Source: an optimization exercise on an open RTL-to-GDS flow (aim: small area). Production flows keep margins and buffers that such runs may drop. In this exercise RTL edits were held to simulation tests only and were not proved equivalent to the original. The clock input has no modelled driver; a real chip could not lean on it and would need a root buffer or a full tree. Power figures rest on the tool's default switching activity, not on a simulated workload.

// water_detection
module water_detection(
    input wire clk,
    input wire rst,
    input btn7,
    input btn0,
    input [3:0] row_in,
    output [3:0] col,
    output [6:0] segment7,
    output [7:0] row,
    output [7:0] green_led,
    output [7:0] red_led,
    output [7:0] select,
    output beep,
    output dp
);
Settings: LEC_CHECK=0, CAP_MARGIN=20, CORE_MARGIN=2, CORE_UTILIZATION=40, SLEW_MARGIN=20; clock period 10.0 ns.
standard.sh (not shown) runs the stock make flow with config.mk's settings and CLKGATE_MAP_FILE= SYNTH_SCRIPT=/design/flow/synth_recipe.tcl, a recipe that flattens the netlist after the stock synthesis.
==> flow/flow/run.sh <==
#!/bin/bash
# Standard ORFS layout, with the port buffers made of the smallest buffer
# cell and a smaller clock tree without dummy loads.
cp standard.sh standard_copy.log
export BUFFER_PORTS_ARGS="-buffer_cell sky130_fd_sc_hd__buf_1"
export CTS_ARGS="-sink_clustering_enable -repair_clock_nets -dont_use_dummy_load -buf_list sky130_fd_sc_hd__clkbuf_4 -sink_clustering_size 24 -sink_clustering_max_diameter 60"
bash standard.sh > standard.log 2>&1
The first run finished with timing, DRC and antenna clean.
==> next run, changes <==
==> flow/flow/run.sh (replaced) <==
#!/bin/bash
# Standard ORFS layout, with the port buffers made of the smallest buffer
# cell instead of the one buffer_ports picks by default.
cp standard.sh standard_copy.log
export BUFFER_PORTS_ARGS="-buffer_cell sky130_fd_sc_hd__buf_1"
bash standard.sh > standard.log 2>&1
Result:
- The changed run finished clean
- clock skew goes down by 0.026 ns
- utilization climbs by 1.5 points
- sequential power barely changes
- design area goes up by about 3.6%
- area after synthesis does not change
- sequential share of layout area shrinks by 1.2 points
- via count is about the same
- setup slack improved by 0.052 ns

Setup of main:
water_detection, a different RTL version from the one above (not shown whole).
For scale: ~53 I/O pins, about 2700 um2 of cells after synthesis.
// water_detection
module water_detection(
    input wire clk,
    input wire rst,
    input btn7,
    input btn0,
    input [3:0] row_in,
    output [3:0] col,
    output [6:0] segment7,
    output [7:0] row,
    output [7:0] green_led,
    output [7:0] red_led,
    output [7:0] select,
    output beep,
    output dp
);
    reg [2:0] k;
    reg [1:0] m3;
    reg [2:0] r5;
    reg [4:0] q25;
    reg [2:0] j;
    wire r5_wrap = r5[2];                    
    wire q_wrap  = q25[4] & q25[3];          
    wire j_en    = r5_wrap & q_wrap;
    always @(posedge clk) begin
        if (rst) begin
            k   <= 3'd0;
            m3  <= 2'd0;
            r5  <= 3'd0;
            q25 <= 5'd0;
            j   <= 3'd0;
        end else begin
            k   <= k + 3'd1;
            m3  <= {m3[0], ~(m3[1] | m3[0])};
            r5  <= {r5[1] & r5[0], r5[1] ^ r5[0], ~(r5[2] | r5[0])};
            q25 <= q_wrap & r5_wrap ? 5'd0 : q25 + {4'd0, r5_wrap};
            j   <= j + {2'd0, j_en};
        end
    end
    wire [2:0] m = k - 3'd1;                 
    assign col = ~(4'b0001 << k[1:0]);
    assign select = {col[0], 4'b1111, col[3:1]};
    assign row = ~(8'b0000_0001 << m);
  ...
clock: 10.0 ns
lec_check: 0
cap_margin: 20
core_margin: 2
core_utilization: 40
slew_margin: 20
==> flow/flow/run.sh <==
#!/bin/bash
# Own layout flow:
#  1. the standard synthesis, unchanged (standard.sh synth);
#  2. the combinational logic between the registers is re-optimised for
#     area by ABC (the flip-flop instances are kept as they are, as black
#     boxes, so every register keeps its name and cell);
#  3. the rest of the standard ORFS flow, with the port buffers made of the
#     smallest buffer cell, one tie cell for the constant outputs, and a
#     clock tree of four buffers built by flow/manual_cts.tcl.
# Every tool's output goes to a log file of its own in this folder.
set -euo pipefail
HERE=$(pwd)
RES=$HERE/orfs/results/$FLOW_PLATFORM/water_detection/base
LIB=$FLOW_HOME/platforms/$FLOW_PLATFORM/lib/sky130_fd_sc_hd__tt_025C_1v80.lib
YOSYS=$(command -v yosys || echo $FLOW_HOME/../tools/install/yosys/bin/yosys)
export BUFFER_PORTS_ARGS="-buffer_cell sky130_fd_sc_hd__buf_1"
export PRE_CTS_TCL=$HERE/flow/cts_pre.tcl
export MANUAL_CTS_DIR=$HERE/flow
export SKIP_REPAIR_TIE_FANOUT=1

bash standard.sh synth > 1_standard_synth.log 2>&1

cp $RES/1_2_yosys.v $HERE/1_2_yosys_standard.v
python3 flow/mkmodels.py $LIB $HERE/cell_models.v > mkmodels.log 2>&1
DU=""
for c in $(sed -n '/^export DONT_USE_CELLS/,/^$/p' $FLOW_HOME/platforms/$FLOW_PLATFORM/config.mk | tr -d '\\' | grep -o 'sky130_fd_sc_hd__[a-z0-9_]*'); do DU="$DU -dont_use $c"; done
# ABC's deepsyn is randomised; run it with several seeds and keep the
# smallest result.
resyn() {
  local S=$1
  cat > resyn_s$S.abc <<EOA
strash
&get -n
&deepsyn -T 20 -S $S
&put
&get -n
&dch -f
&nf -R 1000
&put
topo
EOA
  cat > resyn_s$S.ys <<EOY
read_liberty -lib $LIB
read_verilog -overwrite $HERE/cell_models.v
read_verilog $HERE/1_2_yosys_standard.v
hierarchy -top $FLOW_TOP
flatten
opt -purge
techmap
opt -purge
abc -liberty $LIB -script $HERE/resyn_s$S.abc $DU
opt_clean -purge
hilomap -singleton -hicell sky130_fd_sc_hd__conb_1 HI -locell sky130_fd_sc_hd__conb_1 LO
splitnets
opt_clean -purge
tee -o $HERE/resyn_s$S.stat stat -liberty $LIB
write_verilog -noattr -noexpr -nohex -nodec $HERE/1_2_yosys_resyn_s$S.v
EOY
  $YOSYS -s resyn_s$S.ys > resyn_s$S.log 2>&1
}
for batch in "0 1 2 3" "4 5 6 7" "8 9 10 11" "12 13 14 15"; do
  for S in $batch; do resyn $S & done
  wait
done
BEST=$(for S in $(seq 0 15); do
  if [[ -f resyn_s$S.stat ]]; then
    echo "$(grep 'Chip area' resyn_s$S.stat | awk '{print $NF}') $S"
  fi
done | sort -g | head -1 | awk '{print $2}')
echo "best seed $BEST" > resyn_best.log
cat resyn_s*.stat | grep "Chip area" >> resyn_best.log
cp $HERE/1_2_yosys_resyn_s$BEST.v $HERE/1_2_yosys_resyn.v
cp $HERE/1_2_yosys_resyn.v $RES/1_2_yosys.v
rm -f $RES/1_synth.odb $RES/1_synth.sdc

bash standard.sh finish > standard_finish.log 2>&1
Other scripts of this flow, unchanged in this note and not shown: flow/flow/cts_pre.tcl, flow/flow/manual_cts.tcl, flow/flow/mkmodels.py
For the feature branch, these inputs were changed with respect to main:
==> flow/flow/run.sh <==
#!/bin/bash
# Own layout flow:
#  1. the standard synthesis, unchanged (standard.sh synth);
#  2. the combinational logic between the registers is re-optimised for
#     area by ABC (the flip-flop instances are kept as they are, as black
#     boxes, so every register keeps its name and cell);
#  3. the rest of the standard ORFS flow, with the port buffers made of the
#     smallest buffer cell.
# Every tool's output goes to a log file of its own in this folder.
set -euo pipefail
HERE=$(pwd)
RES=$HERE/orfs/results/$FLOW_PLATFORM/water_detection/base
LIB=$FLOW_HOME/platforms/$FLOW_PLATFORM/lib/sky130_fd_sc_hd__tt_025C_1v80.lib
YOSYS=$(command -v yosys || echo $FLOW_HOME/../tools/install/yosys/bin/yosys)
export BUFFER_PORTS_ARGS="-buffer_cell sky130_fd_sc_hd__buf_1"
export PRE_CTS_TCL=$HERE/flow/cts_pre.tcl
export MANUAL_CTS_DIR=$HERE/flow

bash standard.sh synth > 1_standard_synth.log 2>&1

cp $RES/1_2_yosys.v $HERE/1_2_yosys_standard.v
python3 flow/mkmodels.py $LIB $HERE/cell_models.v > mkmodels.log 2>&1
cat > resyn.abc <<'EOA'
strash
&get -n
&deepsyn -T 20
&put
&get -n
&dch -f
&nf -R 1000
&put
topo
EOA
DU=""
for c in $(sed -n '/^export DONT_USE_CELLS/,/^$/p' $FLOW_HOME/platforms/$FLOW_PLATFORM/config.mk | tr -d '\\' | grep -o 'sky130_fd_sc_hd__[a-z0-9_]*'); do DU="$DU -dont_use $c"; done
cat > resyn.ys <<EOY
read_liberty -lib $LIB
read_verilog -overwrite $HERE/cell_models.v
read_verilog $HERE/1_2_yosys_standard.v
hierarchy -top $FLOW_TOP
flatten
opt -purge
techmap
opt -purge
abc -liberty $LIB -script $HERE/resyn.abc $DU
opt_clean -purge
hilomap -singleton -hicell sky130_fd_sc_hd__conb_1 HI -locell sky130_fd_sc_hd__conb_1 LO
splitnets
opt_clean -purge
tee -o $HERE/resyn_stat.txt stat -liberty $LIB
write_verilog -noattr -noexpr -nohex -nodec $HERE/1_2_yosys_resyn.v
EOY
$YOSYS -s resyn.ys > resyn_yosys.log 2>&1
cp $HERE/1_2_yosys_resyn.v $RES/1_2_yosys.v
rm -f $RES/1_synth.odb $RES/1_synth.sdc

bash standard.sh finish > standard_finish.log 2>&1
### Flow results
Delta(area added between synthesis and finish, the feature branch - main) > 0
Number of search-and-repair iterations in the first detailed-routing pass in the feature branch vs main: up 2
Between the feature branch and main, the met3 track demand over resource is lower for the feature branch.
In the feature branch the power per unit of standard cell area turned out about 0.9% lower than in main.
| maximum fanout encountered on the critical timing path | lower: the feature branch |
No run of this note takes its clock network from TritonCTS; it comes from the design's own scripts or RTL.

re-timing with driven ports:
No port has a modelled driver above. Below, the same layouts with a new extraction and two added sets of constraints. Step 1, drivers: a clkbuf_16 drives clk and a buf_2 each remaining input, both assumed. Step 2 moves the port delays by t, midway between the first and last clock arrival at a register: inputs arrive t later, outputs are due t later. That takes back most of the time a late clock gives input paths. Three values: no drivers, after step 1, after step 2; two values: the first two.
run | t, ns | slack for setup (ns) | worst register clock-pin slew, ns
the first run of note 1 | 0.415 | 4.671 / 4.643 / 5.059 | 0.12 / 0.12
the second run of note 1 | 0.382 | 4.723 / 4.693 / 5.075 | 0.08 / 0.08
main | 0.213 | 5.478 / 5.416 / 5.629 | 0.10 / 0.10
the feature branch | 0.209 | 5.426 / 5.369 / 5.578 | 0.10 / 0.10
After both steps setup and hold are still met in every run listed.
